Context: an optimization exercise on an open-source flow, tuned for small area and a short achievable clock period. The choices shown serve that exercise and are no tape-out recipe. Where RTL was checked, it was by simulation tests only, not by an equivalence proof against the original.

JK:
Design fp32_adder_tree_8_inputs, start of the top module:
module fp32_adder_tree_8_inputs (
    input wire clk,
    input wire rst_n,
    input wire [127:0] dvr_fp32addtree8to1_s0,
    input wire [127:0] dvr_fp32addtree8to1_s1,
    input wire [2:0] cru_fp32addtree8to1,
    output wire [127:0] dr_fp32addtree8to1_d
);
    genvar i;
    wire [7:0] sgn, hid, inf, nan;
    wire [7:0] ex [0:7];
    wire [22:0] man [0:7];
    generate
        for (i = 0; i < 8; i = i + 1) begin : unpack_gen
            fp32_unpacker u (
                .fp_in({dvr_fp32addtree8to1_s1[16*i +: 16], dvr_fp32addtree8to1_s0[16*i +: 16]}),
                .sign(sgn[i]), .exponent(ex[i]), .hidden(hid[i]), .mantissa(man[i]),
                .is_inf(inf[i]), .is_nan(nan[i]));
        end
    endgenerate
    wire pinf = |(inf & ~sgn);
    wire ninf = |(inf & sgn);
    wire res_nan = (|nan) | (pinf & ninf);
    wire res_inf = pinf | ninf;
    wire all_neg = &sgn;
    wire [7:0] x0 = ex[0];
    wire [7:0] x1 = ex[1];
    wire [7:0] x2 = ex[2];
    wire [7:0] x3 = ex[3];
    wire [7:0] x4 = ex[4];
    wire [7:0] x5 = ex[5];
  ...
Size: about 390 I/O pins, roughly 31000 µm² of cells after synthesis.
==> module fp32_aligner, before the edit <==
module fp32_aligner (
    input  wire        sign,
    input  wire        hidden,
    input  wire [22:0] mantissa,
    input  wire [7:0]  diff,         
    output wire [31:0] aligned
);
    wire [31:0] ext = {hidden, mantissa, 8'b0};
    wire big = |diff[7:5];
    wire [31:0] s1 = diff[0] ? {1'b0,  ext[31:1]}  : ext;
    wire [31:0] s2 = diff[1] ? {2'b0,  s1[31:2]}   : s1;
    wire [31:0] s3 = diff[2] ? {4'b0,  s2[31:4]}   : s2;
    wire [31:0] s4 = diff[3] ? {8'b0,  s3[31:8]}   : s3;
    wire [31:0] s5 = diff[4] ? {16'b0, s4[31:16]}  : s4;
    wire sticky = (diff[3] & |s3[7:1]) | (diff[4] & |s4[15:0]) | (big & (hidden | |mantissa));
    wire [31:0] sh = big ? 32'b0 : s5;
    assign aligned = {sh[31:1], sh[0] | sticky} ^ {32{sign}};
endmodule
Settings: LEC_CHECK=0, ABC_AREA=1, CAP_MARGIN=20, CORE_MARGIN=2, CORE_UTILIZATION=40, SLEW_MARGIN=20; clock period 64.0 ns.
standard.sh (not shown) runs the stock make flow with config.mk's settings and CLKGATE_MAP_FILE= SYNTH_SCRIPT=/design/flow/synth_recipe.tcl, a recipe that flattens the netlist after the stock synthesis.
==> flow/flow/run.sh <==
#!/bin/bash
# Layout flow: ORFS, with two changes to its synthesis script and a setup
# margin for timing repair.
#  - synthesis: Yosys's generic synth step runs without its quick ABC pass, so
#    the full adders written in the RTL reach extract_fa as written (no
#    inverters around them); the final ABC mapping uses flow/abc.script.
#  - layout: standard steps; repair_timing aims at SETUP_SLACK_MARGIN; the
#    port buffers are the platform's smallest buffer.
# Each tool's output goes to ORFS's own logs (orfs/logs/...); make's output to flow.log.
set -euo pipefail
HERE=$(pwd)
FL=$HERE/flow
source $FL/params.sh
sed -e 's#^source \$::env(SCRIPTS_DIR)/synth_preamble.tcl#&\nset abc_args [lreplace $abc_args 1 1 '"$FL"'/abc.script]#' \
    -e 's#synth -top \$::env(DESIGN_NAME) -run fine: {\*}\$synth_full_args#& -noabc#' \
    $FLOW_HOME/scripts/synth.tcl > $HERE/my_synth.tcl
grep -q -- '-noabc' $HERE/my_synth.tcl
grep -q 'abc.script\]' $HERE/my_synth.tcl
sed -e "s#source \$::env(SCRIPTS_DIR)/synth.tcl#source $HERE/my_synth.tcl#" synth_recipe.tcl > my_synth_recipe.tcl
grep -q my_synth.tcl my_synth_recipe.tcl
sed -e "s#SYNTH_SCRIPT=[^ ]*#SYNTH_SCRIPT=$HERE/my_synth_recipe.tcl#" standard.sh > my_standard.sh
grep -q my_synth_recipe.tcl my_standard.sh
export SETUP_SLACK_MARGIN=$MARGIN
# every port still gets a buffer, the smallest one
export BUFFER_PORTS_ARGS="${PORTBUF:--buffer_cell sky130_fd_sc_hd__buf_1}"
bash my_standard.sh finish > flow.log 2>&1
==> flow/flow/abc.script <==
strash
dch
map -B 0.9
topo
mfs
strash
dch
map -B 0.9
topo
mfs
strash
dch
map -B 0.9
topo
stime -c
==> flow/flow/params.sh <==
MARGIN=42.5

Modified inputs, MS compared to JK
--- a/flow/design.v
+++ b/flow/design.v
@@ -286,8 +286,11 @@
     wire [31:0] s3 = diff[2] ? {4'b0,  s2[31:4]}   : s2;
     wire [31:0] s4 = diff[3] ? {8'b0,  s3[31:8]}   : s3;
-    wire [31:0] s5 = diff[4] ? {16'b0, s4[31:16]}  : s4;
     wire sticky = (diff[3] & |s3[7:1]) | (diff[4] & |s4[15:0]) | (big & (hidden | |mantissa));
-    wire [31:0] sh = big ? 32'b0 : s5;
-    assign aligned = {sh[31:1], sh[0] | sticky} ^ {32{sign}};
+    wire [31:0] s4x = s4 ^ {32{sign}};
+    wire hi_out = big | diff[4];
+    wire [31:0] s5;
+    assign s5[31:16] = hi_out ? {16{sign}} : s4x[31:16];
+    assign s5[15:0] = big ? {16{sign}} : (diff[4] ? s4x[31:16] : s4x[15:0]);
+    assign aligned = {s5[31:1], sticky ? ~sign : s5[0]};
 endmodule
 module wallace_tree_8_inputs (
Results
- Of MS and JK, it is MS that has the higher total number of nets in the final design.
- MS vs. JK: minimum clock period fell 15 ps; proportion of register bits with asynchronous set or reset after synthesis barely changed; total number of vias up 2.9%.
- MS vs. JK: setup slack climbed 15 ps; highest clock frequency the design can meet held steady; number of buffers inserted for hold repair after clock tree synthesis did not really move.
- | minimum setup slack after placement | higher: MS |
Only the layout flow was run in MS; the RTL was not checked for function there.

* * *

fp32_adder_tree_8_inputs, a different RTL version from the one above (not shown whole).
For scale: roughly 35 flip-flops, ~32000 um^2 of cells after synthesis.
==> flow/design.v (excerpt) <==
module fp32_adder_tree_8_inputs (
    input wire clk,
    input wire rst_n,
    input wire [127:0] dvr_fp32addtree8to1_s0,
    input wire [127:0] dvr_fp32addtree8to1_s1,
    input wire [2:0] cru_fp32addtree8to1,
    output wire [127:0] dr_fp32addtree8to1_d
);
    genvar i;
    wire [7:0] sgn, hid, inf, nan;
    wire [7:0] ex [0:7];
    wire [22:0] man [0:7];
    generate
        for (i = 0; i < 8; i = i + 1) begin : unpack_gen
            fp32_unpacker u (
                .fp_in({dvr_fp32addtree8to1_s1[16*i +: 16], dvr_fp32addtree8to1_s0[16*i +: 16]}),
                .sign(sgn[i]), .exponent(ex[i]), .hidden(hid[i]), .mantissa(man[i]),
                .is_inf(inf[i]), .is_nan(nan[i]));
        end
    endgenerate
    wire pinf = |(inf & ~sgn);
    wire ninf = |(inf & sgn);
    wire res_nan = (|nan) | (pinf & ninf);
    wire res_inf = pinf | ninf;
    wire all_neg = &sgn;
    function [7:0] max2(input [7:0] a, input [7:0] b);
        reg c;
        integer k;
        begin
            c = 1'b1;
            for (k = 0; k < 8; k = k + 1)
                c = (a[k] & ~b[k]) | ((a[k] | ~b[k]) & c);
            max2 = c ? a : b;
        end
    endfunction
    wire [7:0] m01 = max2(ex[0], ex[1]);
    wire [7:0] m23 = max2(ex[2], ex[3]);
    wire [7:0] m45 = max2(ex[4], ex[5]);
    wire [7:0] m67 = max2(ex[6], ex[7]);
    wire [7:0] m03 = max2(m01, m23);
    wire [7:0] m47 = max2(m45, m67);
    wire [7:0] emax = max2(m03, m47);
    wire [7:0] dif [0:7];
    wire [7:0] nx0 = ~ex[0];
    wire [7:0] d0;
    assign d0 = emax - ex[0];
    assign dif[0] = d0;
    wire [7:0] nx1 = ~ex[1];
    wire [7:0] d1;
    assign d1 = emax - ex[1];
    assign dif[1] = d1;
    wire [7:0] nx2 = ~ex[2];
    wire [7:0] d2;
    assign d2 = emax - ex[2];
    assign dif[2] = d2;
    wire [7:0] nx3 = ~ex[3];
    wire [7:0] d3;
    assign d3 = emax - ex[3];
    assign dif[3] = d3;
    wire [7:0] nx4 = ~ex[4];
    wire [7:0] d4;
  ...
export LEC_CHECK = 0
export ABC_AREA = 1
export CAP_MARGIN = 20
export CORE_MARGIN = 2
export CORE_UTILIZATION = 40
export SLEW_MARGIN = 20
create_clock -name core_clock -period 64.0 [get_ports {clk}]
==> flow/flow/abc.script <==
strash
dch
map -B 0.9
topo
stime -c
buffer -c
upsize -c
dnsize -c
==> flow/flow/params.sh <==
MARGIN=35
Scripts as last shown in full above: flow/flow/run.sh
Rerun with:
--- a/flow/design.v
+++ b/flow/design.v
@@ -998,30 +998,26 @@
     wire [5:0] sh = lz_c6_0;
     wire [34:0] n1 = sh[5] ? {mag[2:0], 32'b0} : mag;
     wire [34:0] n2 = sh[4] ? {n1[18:0], 16'b0} : n1;
     wire [34:0] n3 = sh[3] ? {n2[26:0], 8'b0} : n2;
     wire [34:0] n4 = sh[2] ? {n3[30:0], 4'b0} : n3;
     wire [34:0] n5 = sh[1] ? {n4[32:0], 2'b0} : n4;
     wire [34:0] nn = sh[0] ? {n5[33:0], 1'b0} : n5;
     wire normal = nn[34];
     wire g = nn[10];
     wire r = nn[9];
     wire st = |(mag[8:0] & (9'h1ff >> sh));
     wire rnd = g & (r | st | nn[11]);
-    wire [8:0] e3 = {1'b0, exp_in} + 9'd3;
-    wire [8:0] e4 = {1'b0, exp_in} + 9'd4;
-    wire [8:0] nsh = ~{3'b0, sh};
-    wire [8:0] x3, x4;
-    assign x3 = e3 - {3'b0, sh};
-    assign x4 = e4 - {3'b0, sh};
+    wire [8:0] x3 = {1'b0, exp_in} + 9'd3 - {3'b0, sh};
+    wire [8:0] x4 = {1'b0, exp_in} + 9'd4 - {3'b0, sh};
     wire ov3 = x3 >= 9'd255;
     wire ov4 = x4 >= 9'd255;
     wire [22:0] mr;
     wire [22:0] mant = nn[33:11];
     wire rn_1 = mant[1] & mant[0];
     wire rn_2 = mant[2] & mant[1];
     wire rn_3 = mant[3] & mant[2];
     wire rn_4 = mant[4] & mant[3];
     wire rn_5 = mant[5] & mant[4];
     wire rn_6 = mant[6] & mant[5];
     wire rn_7 = mant[7] & mant[6];
     wire rn_8 = mant[8] & mant[7];
@@ -1177,63 +1173,30 @@
             for (k = 0; k < 8; k = k + 1)
                 c = (a[k] & ~b[k]) | ((a[k] | ~b[k]) & c);
             max2 = c ? a : b;
         end
     endfunction
     wire [7:0] m01 = max2(ex[0], ex[1]);
     wire [7:0] m23 = max2(ex[2], ex[3]);
     wire [7:0] m45 = max2(ex[4], ex[5]);
     wire [7:0] m67 = max2(ex[6], ex[7]);
     wire [7:0] m03 = max2(m01, m23);
     wire [7:0] m47 = max2(m45, m67);
     wire [7:0] emax = max2(m03, m47);
-    wire [7:0] dif [0:7];
-    wire [7:0] nx0 = ~ex[0];
-    wire [7:0] d0;
-    assign d0 = emax - ex[0];
-    assign dif[0] = d0;
-    wire [7:0] nx1 = ~ex[1];
-    wire [7:0] d1;
-    assign d1 = emax - ex[1];
-    assign dif[1] = d1;
-    wire [7:0] nx2 = ~ex[2];
-    wire [7:0] d2;
-    assign d2 = emax - ex[2];
-    assign dif[2] = d2;
-    wire [7:0] nx3 = ~ex[3];
-    wire [7:0] d3;
-    assign d3 = emax - ex[3];
-    assign dif[3] = d3;
-    wire [7:0] nx4 = ~ex[4];
-    wire [7:0] d4;
-    assign d4 = emax - ex[4];
-    assign dif[4] = d4;
-    wire [7:0] nx5 = ~ex[5];
-    wire [7:0] d5;
-    assign d5 = emax - ex[5];
-    assign dif[5] = d5;
-    wire [7:0] nx6 = ~ex[6];
-    wire [7:0] d6;
-    assign d6 = emax - ex[6];
-    assign dif[6] = d6;
-    wire [7:0] nx7 = ~ex[7];
-    wire [7:0] d7;
-    assign d7 = emax - ex[7];
-    assign dif[7] = d7;
     wire [255:0] aligned;
     generate
         for (i = 0; i < 8; i = i + 1) begin : align_gen
             fp32_aligner a (
                 .sign(sgn[i]), .hidden(hid[i]), .mantissa(man[i]),
-                .diff(dif[i]),
+                .diff(emax - ex[i]),
                 .aligned(aligned[32*i +: 32]));
         end
     endgenerate
     wire [35:0] row_a, row_b, sum;
     wallace_tree_8_inputs tree (.data_in(aligned), .sgn(sgn), .row_a(row_a), .row_b(row_b));
     final_adder cpa (.a(row_a), .b(row_b), .sum(sum));
     wire neg = sum[35];
     wire [34:0] mag = sum[34:0] ^ {35{neg}};
     wire zero = ~|mag;
     wire sign = zero ? all_neg : neg;
     wire [30:0] res;
     wire overflow;
After rerunning:
- count of clock-buffer cells in the layout does not change
- via count grows by about 1.7%
- die area grows by 1.3%
- sequential share of layout area barely changes
- non-clock buffer count shrinks by 13
- worst setup slack is better by 200 ps
- core utilization shrinks by 0.33 points
For the second run of this note, only the layout was checked, not whether the RTL still works.

* * *

fp32_adder_tree_8_inputs, a different RTL version from the one above (not shown whole).
For scale: ~5500 cells after synthesis, about 390 I/O pins, roughly 33000 um^2 of cells after synthesis.
==> flow/config.mk <==
export PLATFORM = sky130hd
export DESIGN_NAME = fp32_adder_tree_8_inputs
export DESIGN_NICKNAME = fp32_adder_tree_8_inputs
export VERILOG_FILES = /design/flow/design.v
export SDC_FILE = /design/flow/constraint.sdc
export NUM_CORES = 8
export LEC_CHECK = 0
export ABC_AREA = 1
export CAP_MARGIN = 20
export CORE_MARGIN = 2
export CORE_UTILIZATION = 40
export SLEW_MARGIN = 20
==> flow/constraint.sdc <==
create_clock -name core_clock -period 64.0 [get_ports {clk}]
set_input_delay 12.8000 -clock core_clock [delete_from_list [all_inputs] [get_ports {clk}]]
set_output_delay 12.8000 -clock core_clock [all_outputs]
set_load 0.01 [all_outputs]
==> flow/flow/abc.script <==
strash
dch
map -B 0.9
mfs
strash
dch
map -B 0.9
topo
stime -c
buffer -c
upsize -c
dnsize -c
==> flow/flow/params.sh <==
MARGIN=42

Scripts as last shown in full above: flow/flow/run.sh
Edit:
--- a/flow/design.v
+++ b/flow/design.v
@@ -2099,33 +2099,24 @@
     reg inf_q;
     reg ninf_q;
     reg allneg_q;
     reg valid_q;
     reg [1:0] seg_q;
     always @(posedge clk or negedge rst_n) begin
-        if (!rst_n) begin
-            row_a_q <= 0;
-            row_b_q <= 0;
-            emax_q <= 0;
-            nan_q <= 0;
-            inf_q <= 0;
-            ninf_q <= 0;
-            allneg_q <= 0;
-            valid_q <= 0;
-            seg_q <= 0;
-        end else begin
-            row_a_q <= row_a;
-            row_b_q <= row_b;
-            emax_q <= emax;
-            nan_q <= res_nan;
-            inf_q <= res_inf;
-            ninf_q <= ninf;
-            allneg_q <= all_neg;
-            valid_q <= cru_fp32addtree8to1[2];
-            seg_q <= cru_fp32addtree8to1[1:0];
-        end
+        if (!rst_n) valid_q <= 1'b0;
+        else valid_q <= cru_fp32addtree8to1[2];
+    end
+    always @(posedge clk) begin
+        row_a_q <= row_a;
+        row_b_q <= row_b;
+        emax_q <= emax;
+        nan_q <= res_nan;
+        inf_q <= res_inf;
+        ninf_q <= ninf;
+        allneg_q <= all_neg;
+        seg_q <= cru_fp32addtree8to1[1:0];
     end
     wire [35:0] sum_q;
     final_adder cpa (.a(row_a_q), .b(row_b_q), .sum(sum_q));
     wire neg = sum_q[35];
     wire [34:0] mag = sum_q[34:0] ^ {35{neg}};
     wire zero = ~|mag;
Effect: Now the flow aborted during synthesis (1_2_yosys).

* * *

fp32_adder_tree_8_inputs, a different RTL version from the one above (not shown whole).
Size: ~5,500 cells after synthesis, about 35 flip-flops, roughly 390 I/O pins.
Design fp32_adder_tree_8_inputs, start of the top module:
module fp32_adder_tree_8_inputs (
    input wire clk,
    input wire rst_n,
    input wire [127:0] dvr_fp32addtree8to1_s0,
    input wire [127:0] dvr_fp32addtree8to1_s1,
    input wire [2:0] cru_fp32addtree8to1,
    output wire [127:0] dr_fp32addtree8to1_d
);
    genvar i;
    wire [7:0] sgn, hid, inf, nan;
    wire [7:0] ex [0:7];
    wire [22:0] man [0:7];
    generate
        for (i = 0; i < 8; i = i + 1) begin : unpack_gen
            fp32_unpacker u (
                .fp_in({dvr_fp32addtree8to1_s1[16*i +: 16], dvr_fp32addtree8to1_s0[16*i +: 16]}),
                .sign(sgn[i]), .exponent(ex[i]), .hidden(hid[i]), .mantissa(man[i]),
                .is_inf(inf[i]), .is_nan(nan[i]));
        end
    endgenerate
    wire pinf = |(inf & ~sgn);
    wire ninf = |(inf & sgn);
    wire res_nan = (|nan) | (pinf & ninf);
    wire res_inf = pinf | ninf;
    wire all_neg = &sgn;
    function [7:0] max2(input [7:0] a, input [7:0] b);
        reg c;
        integer k;
        begin
            c = 1'b1;
            for (k = 0; k < 8; k = k + 1)
                c = (a[k] & ~b[k]) | ((a[k] | ~b[k]) & c);
            max2 = c ? a : b;
        end
    endfunction
    wire [7:0] m01 = max2(ex[0], ex[1]);
    wire [7:0] m23 = max2(ex[2], ex[3]);
  ...
export LEC_CHECK = 0
export ABC_AREA = 1
export CAP_MARGIN = 20
export CORE_MARGIN = 2
export CORE_UTILIZATION = 40
export SLEW_MARGIN = 20
create_clock -name core_clock -period 64.0 [get_ports {clk}]
==> flow/flow/run.sh <==
#!/bin/bash
# Layout flow: ORFS, with two changes to its synthesis script and a setup
# margin for timing repair.
#  - synthesis: Yosys's generic synth step runs without its quick ABC pass, so
#    the full adders written in the RTL reach extract_fa as written (no
#    inverters around them); the final ABC mapping uses flow/abc.script.
#  - layout: standard steps; repair_timing aims at SETUP_SLACK_MARGIN.
# Each tool's output goes to ORFS's own logs (orfs/logs/...); make's output to flow.log.
set -euo pipefail
HERE=$(pwd)
FL=$HERE/flow
source $FL/params.sh
sed -e 's#^source \$::env(SCRIPTS_DIR)/synth_preamble.tcl#&\nset abc_args [lreplace $abc_args 1 1 '"$FL"'/abc.script]#' \
    -e 's#synth -top \$::env(DESIGN_NAME) -run fine: {\*}\$synth_full_args#& -noabc#' \
    $FLOW_HOME/scripts/synth.tcl > $HERE/my_synth.tcl
grep -q -- '-noabc' $HERE/my_synth.tcl
grep -q 'abc.script\]' $HERE/my_synth.tcl
sed -e "s#source \$::env(SCRIPTS_DIR)/synth.tcl#source $HERE/my_synth.tcl#" synth_recipe.tcl > my_synth_recipe.tcl
grep -q my_synth.tcl my_synth_recipe.tcl
sed -e "s#SYNTH_SCRIPT=[^ ]*#SYNTH_SCRIPT=$HERE/my_synth_recipe.tcl#" standard.sh > my_standard.sh
grep -q my_synth_recipe.tcl my_standard.sh
export SETUP_SLACK_MARGIN=$MARGIN
bash my_standard.sh finish > flow.log 2>&1
==> flow/flow/abc.script <==
strash
dch
map -B 0.9
topo
stime -c
buffer -c
upsize -c
dnsize -c
==> flow/flow/params.sh <==
MARGIN=31
The starting point went through all stages and came out clean.
==> next run, changes <==
--- a/flow/design.v
+++ b/flow/design.v
@@ -1386,31 +1386,61 @@
         end
     endgenerate
     wire pinf = |(inf & ~sgn);
     wire ninf = |(inf & sgn);
     wire res_nan = (|nan) | (pinf & ninf);
     wire res_inf = pinf | ninf;
     wire all_neg = &sgn;
-    function [7:0] max2(input [7:0] a, input [7:0] b);
+    function cmp_ge(input [7:0] a, input [7:0] b);
         reg c;
         integer k;
         begin
             c = 1'b1;
             for (k = 0; k < 8; k = k + 1)
                 c = (a[k] & ~b[k]) | ((a[k] | ~b[k]) & c);
-            max2 = c ? a : b;
+            cmp_ge = c;
         end
     endfunction
-    wire [7:0] m01 = max2(ex[0], ex[1]);
-    wire [7:0] m23 = max2(ex[2], ex[3]);
-    wire [7:0] m45 = max2(ex[4], ex[5]);
-    wire [7:0] m67 = max2(ex[6], ex[7]);
-    wire [7:0] m03 = max2(m01, m23);
-    wire [7:0] m47 = max2(m45, m67);
-    wire [7:0] emax = max2(m03, m47);
+    wire ge_0_1 = cmp_ge(ex[0], ex[1]);
+    wire ge_0_2 = cmp_ge(ex[0], ex[2]);
+    wire ge_0_3 = cmp_ge(ex[0], ex[3]);
+    wire ge_0_4 = cmp_ge(ex[0], ex[4]);
+    wire ge_0_5 = cmp_ge(ex[0], ex[5]);
+    wire ge_0_6 = cmp_ge(ex[0], ex[6]);
+    wire ge_0_7 = cmp_ge(ex[0], ex[7]);
+    wire ge_1_2 = cmp_ge(ex[1], ex[2]);
+    wire ge_1_3 = cmp_ge(ex[1], ex[3]);
+    wire ge_1_4 = cmp_ge(ex[1], ex[4]);
+    wire ge_1_5 = cmp_ge(ex[1], ex[5]);
+    wire ge_1_6 = cmp_ge(ex[1], ex[6]);
+    wire ge_1_7 = cmp_ge(ex[1], ex[7]);
+    wire ge_2_3 = cmp_ge(ex[2], ex[3]);
+    wire ge_2_4 = cmp_ge(ex[2], ex[4]);
+    wire ge_2_5 = cmp_ge(ex[2], ex[5]);
+    wire ge_2_6 = cmp_ge(ex[2], ex[6]);
+    wire ge_2_7 = cmp_ge(ex[2], ex[7]);
+    wire ge_3_4 = cmp_ge(ex[3], ex[4]);
+    wire ge_3_5 = cmp_ge(ex[3], ex[5]);
+    wire ge_3_6 = cmp_ge(ex[3], ex[6]);
+    wire ge_3_7 = cmp_ge(ex[3], ex[7]);
+    wire ge_4_5 = cmp_ge(ex[4], ex[5]);
+    wire ge_4_6 = cmp_ge(ex[4], ex[6]);
+    wire ge_4_7 = cmp_ge(ex[4], ex[7]);
+    wire ge_5_6 = cmp_ge(ex[5], ex[6]);
+    wire ge_5_7 = cmp_ge(ex[5], ex[7]);
+    wire ge_6_7 = cmp_ge(ex[6], ex[7]);
+    wire win_0 = ge_0_1 & ge_0_2 & ge_0_3 & ge_0_4 & ge_0_5 & ge_0_6 & ge_0_7;
+    wire win_1 = ~ge_0_1 & ge_1_2 & ge_1_3 & ge_1_4 & ge_1_5 & ge_1_6 & ge_1_7;
+    wire win_2 = ~ge_0_2 & ~ge_1_2 & ge_2_3 & ge_2_4 & ge_2_5 & ge_2_6 & ge_2_7;
+    wire win_3 = ~ge_0_3 & ~ge_1_3 & ~ge_2_3 & ge_3_4 & ge_3_5 & ge_3_6 & ge_3_7;
+    wire win_4 = ~ge_0_4 & ~ge_1_4 & ~ge_2_4 & ~ge_3_4 & ge_4_5 & ge_4_6 & ge_4_7;
+    wire win_5 = ~ge_0_5 & ~ge_1_5 & ~ge_2_5 & ~ge_3_5 & ~ge_4_5 & ge_5_6 & ge_5_7;
+    wire win_6 = ~ge_0_6 & ~ge_1_6 & ~ge_2_6 & ~ge_3_6 & ~ge_4_6 & ~ge_5_6 & ge_6_7;
+    wire win_7 = ~ge_0_7 & ~ge_1_7 & ~ge_2_7 & ~ge_3_7 & ~ge_4_7 & ~ge_5_7 & ~ge_6_7;
+    wire [7:0] emax = ({8{win_0}} & ex[0]) | ({8{win_1}} & ex[1]) | ({8{win_2}} & ex[2]) | ({8{win_3}} & ex[3]) | ({8{win_4}} & ex[4]) | ({8{win_5}} & ex[5]) | ({8{win_6}} & ex[6]) | ({8{win_7}} & ex[7]);
     wire [255:0] aligned;
     generate
         for (i = 0; i < 8; i = i + 1) begin : align_gen
             fp32_aligner a (
                 .sign(sgn[i]), .hidden(hid[i]), .mantissa(man[i]),
                 .diff(emax - ex[i]),
                 .aligned(aligned[32*i +: 32]));
=>
- routed wire length goes up by a quarter to a third
- setup slack is worse by 240 ps
- non-clock buffer count goes up by 13
- sequential share of layout area goes down by 0.14 points
- sequential cell count is unchanged
- maximum frequency goes down slightly
- hold slack is worse by 26 ps
For the second run of this note, only the layout was checked, not whether the RTL still works.

[separate check: timing with driven ports]
Ports are ideal in the flow. The routed layouts listed here were re-timed in OpenROAD. Step 1: set_driving_cell puts a clkbuf_16 on clk and a buf_2 on each other input, an assumption about the parent block. Step 2, shift: input delay + t, output delay - t, t = (earliest + latest rising clock arrival at the registers) / 2. This alone moves slack from input paths to output paths. a / b / c = ideal / step 1 / step 2; a / b = the first two.
run	t (ns)	setup slack, ns	worst hold slack (ns)	clock arrival spread, ns	worst register clock-pin slew, ns
JK	0.413	42.845 / 42.864 / 42.451	12.184 / 12.160 / 12.573	0.013 / 0.014	0.08 / 0.08
MS	0.423	42.860 / 42.884 / 42.460	12.199 / 12.167 / 12.591	0.013 / 0.013	0.08 / 0.08
the first run of note 2	0.305	35.771 / 35.752 / 35.447	12.619 / 12.625 / 12.930	0.004 / 0.004	0.06 / 0.06
the second run of note 2	0.325	35.974 / 35.973 / 35.648	12.612 / 12.601 / 12.926	0.005 / 0.005	0.06 / 0.06
the first run of note 3	0.422	42.414 / 42.406 / 41.984	12.427 / 12.403 / 12.825	0.017 / 0.018	0.08 / 0.08
the first run of note 4	0.312	32.539 / 32.543 / 32.231	12.604 / 12.598 / 12.910	0.007 / 0.006	0.06 / 0.06
the second run of note 4	0.331	32.296 / 32.321 / 31.990	12.579 / 12.557 / 12.888	0.004 / 0.004	0.05 / 0.05
After both steps every run listed still meets setup and hold. For the first run of note 3, which loses most, drivers alone change the setup slack by -0.008 ns; drivers and shift together by -0.430 ns.
